What follows belongs to an exercise in optimizing a design on an open flow for small area and a short achievable clock period; a production flow would make more cautious choices. Where RTL was checked, it was by simulation tests only, not by an equivalence proof against the original. Power figures rest on the tool's default switching activity, not on a simulated workload.

Setup of job 103:
==> flow/design.v (excerpt) <==
module Nbit_ALU_Register (r2, r3, ALUop, r0, clk);
parameter n = 32;
input[n-1:0] r2, r3;
input[2:0] ALUop;
input clk;
output [n-1:0] r0;
wire[n-1:0] r1;
Nbit_ALU #(n) alu1 (.r1(r1), .r2(r2), .r3(r3), .ALUop(ALUop) );
Nbit_Register #(n) reg1 (.outo(r0), .ino(r1), .clk(clk) );
endmodule
export LEC_CHECK = 0
export CAP_MARGIN = 20
export CORE_MARGIN = 2
export CORE_UTILIZATION = 60
export CTS_BUF_LIST = sky130_fd_sc_hd__clkbuf_4
export GPL_TIMING_DRIVEN = 0
export SLEW_MARGIN = 20
export SYNTH_HIERARCHICAL = 1
export SYNTH_MINIMUM_KEEP_SIZE = 0
create_clock -name core_clock -period 15.5 [get_ports {clk}]
standard.sh (not shown) runs the stock make flow with config.mk's settings and CLKGATE_MAP_FILE= SYNTH_SCRIPT=/design/flow/synth_recipe.tcl, a recipe that flattens the netlist after the stock synthesis.
==> flow/flow/run.sh <==
#!/bin/bash
# Standard ORFS layout with two changes: the ports are buffered with buf_1 (instead of the
# delay buffer buffer_ports picks by default), and timing repair aims for a setup slack of
# 10.1 ns, so that it sizes the critical paths for a shorter period than the clock's.
set -euo pipefail
export BUFFER_PORTS_ARGS="-buffer_cell sky130_fd_sc_hd__buf_1"
export SETUP_SLACK_MARGIN=10.1
bash standard.sh > standard.log 2>&1
The final layout from job 103, which completed every stage, passed the timing, design-rule and antenna checks at the end of the flow.
The following lists how job 101 was set up differently from job 103:
-- flow/design.v --
<<< job 103, line 26
wire o02n;
g_nor2 u_o02n (.a(ALUop[0]), .b(ALUop[2]), .y(o02n));
wire t0n_d;
g_mux2i u_t0n_d (.a0(ALUop[0]), .a1(ALUop[1]), .s(ALUop[2]), .y(t0n_d));
wire t0n_0;
g_buf u_t0n_0 (.a(t0n_d), .y(t0n_0));
wire t0n_1;
g_buf u_t0n_1 (.a(t0n_d), .y(t0n_1));
wire t1n_d;
g_xor2 u_t1n_d (.a(ALUop[1]), .b(o02n), .y(t1n_d));
wire t1n_0;
g_buf u_t1n_0 (.a(t1n_d), .y(t1n_0));
wire t1n_1;
g_buf u_t1n_1 (.a(t1n_d), .y(t1n_1));
wire esn_d;
g_o21a u_esn_d (.a1(ALUop[1]), .a2(ALUop[0]), .b1(ALUop[2]), .y(esn_d));
wire esn_0;
g_buf u_esn_0 (.a(esn_d), .y(esn_0));
wire esn_1;
g_buf u_esn_1 (.a(esn_d), .y(esn_1));
wire ecn_d;
g_nand2b u_ecn_d (.an(ALUop[1]), .b(ALUop[2]), .y(ecn_d));
wire ecn_0;
g_buf u_ecn_0 (.a(ecn_d), .y(ecn_0));
wire ecn_1;
g_buf u_ecn_1 (.a(ecn_d), .y(ecn_1));
wire enn_d;
g_nand2b u_enn_d (.an(ALUop[2]), .b(ALUop[1]), .y(enn_d));
wire enn_0;
g_buf u_enn_0 (.a(enn_d), .y(enn_0));
wire enn_1;
g_buf u_enn_1 (.a(enn_d), .y(enn_1));
wire en_d;
g_inv u_en_d (.a(enn_0), .y(en_d));
>>> job 101, line 26
wire o02n;
g_nor2 u_o02n (.a(ALUop[0]), .b(ALUop[2]), .y(o02n));
wire t0n_0;
g_mux2i u_t0n_0 (.a0(ALUop[0]), .a1(ALUop[1]), .s(ALUop[2]), .y(t0n_0));
wire t0n_1;
g_mux2i u_t0n_1 (.a0(ALUop[0]), .a1(ALUop[1]), .s(ALUop[2]), .y(t0n_1));
wire t1n_0;
g_xor2 u_t1n_0 (.a(ALUop[1]), .b(o02n), .y(t1n_0));
wire t1n_1;
g_xor2 u_t1n_1 (.a(ALUop[1]), .b(o02n), .y(t1n_1));
wire esn_0;
g_o21a u_esn_0 (.a1(ALUop[1]), .a2(ALUop[0]), .b1(ALUop[2]), .y(esn_0));
wire esn_1;
g_o21a u_esn_1 (.a1(ALUop[1]), .a2(ALUop[0]), .b1(ALUop[2]), .y(esn_1));
wire ecn_0;
g_nand2b u_ecn_0 (.an(ALUop[1]), .b(ALUop[2]), .y(ecn_0));
wire ecn_1;
g_nand2b u_ecn_1 (.an(ALUop[1]), .b(ALUop[2]), .y(ecn_1));
wire enn_0;
g_nand2b u_enn_0 (.an(ALUop[2]), .b(ALUop[1]), .y(enn_0));
wire enn_1;
g_nand2b u_enn_1 (.an(ALUop[2]), .b(ALUop[1]), .y(enn_1));
wire en_d;
g_inv u_en_d (.a(enn_0), .y(en_d));
<<< job 103, line 391
g_o22ai u_y31 (.a1(gn31), .a2(ecn_1), .b1(pn31), .b2(esn_1), .y(y31));
wire t0p;
g_inv u_t0p (.a(t0n_d), .y(t0p));
wire G0n;
g_mux2i u_G0n (.a0(t0p), .a1(r2[0]), .s(r3[0]), .y(G0n));
>>> job 101, line 381
g_o22ai u_y31 (.a1(gn31), .a2(ecn_1), .b1(pn31), .b2(esn_1), .y(y31));
wire t0p;
g_inv u_t0p (.a(t0n_0), .y(t0p));
wire G0n;
g_mux2i u_G0n (.a0(t0p), .a1(r2[0]), .s(r3[0]), .y(G0n));
--- outcome ---
- Result: PASS for each of job 103 and job 101
- Setup TNS after final layout: job 103 vs job 101 identical
- Compared with job 103, in job 101 mean routed wirelength per cell grew by 0.75 microns, cell area after layout grew by 190 sq um.
- On critical path data arrival time: between job 103 and job 101, it ends up lower for job 103.
- The run showing the greater amount of wire on met3 after detailed routing is job 101.
- Diff job 103 -> job 101 | detailed-routed wire length on met2 | up by a little under 10%
- The higher via count came out of job 101.
- The timing-limited maximum frequency of job 101 was inferior to that of job 103.
- Compared with job 103, job 101 instantiates a larger number of standard cells.
- Summary of job 101 over job 103: parity-gate share of the synthesized area counting xor and xnor cells increased by 0.46 points relative to the old numbers, combinational power +about 8%.
No functional check of the RTL was part of job 101.

## port drivers added, routing unchanged
The flow's constraints put no driver on any port. The routed layouts listed below were extracted and timed again, unchanged, in two steps.
Step 1 sets driving cells, clkbuf_16 on the clock port and buf_2 on the other inputs (assumed; they add their load-dependent delay and slew).
Step 2, shift: input delay + t, output delay - t, t = (earliest + latest rising clock arrival at the registers) / 2. This alone moves slack from input paths to output paths.
Slacks: no drivers / after step 1 / after step 2; pairs: no drivers / after step 1.
run	t, ns	setup WS [ns]	worst setup path at the end
job 103	0.365	10.305 / 10.294 / 9.929	input to register
job 101	0.361	10.229 / 10.234 / 9.873	input to register
After both steps every run listed still meets setup and hold. The setup slack of job 103, which loses most, moves by -0.011 ns with the drivers and by -0.376 ns with both steps.
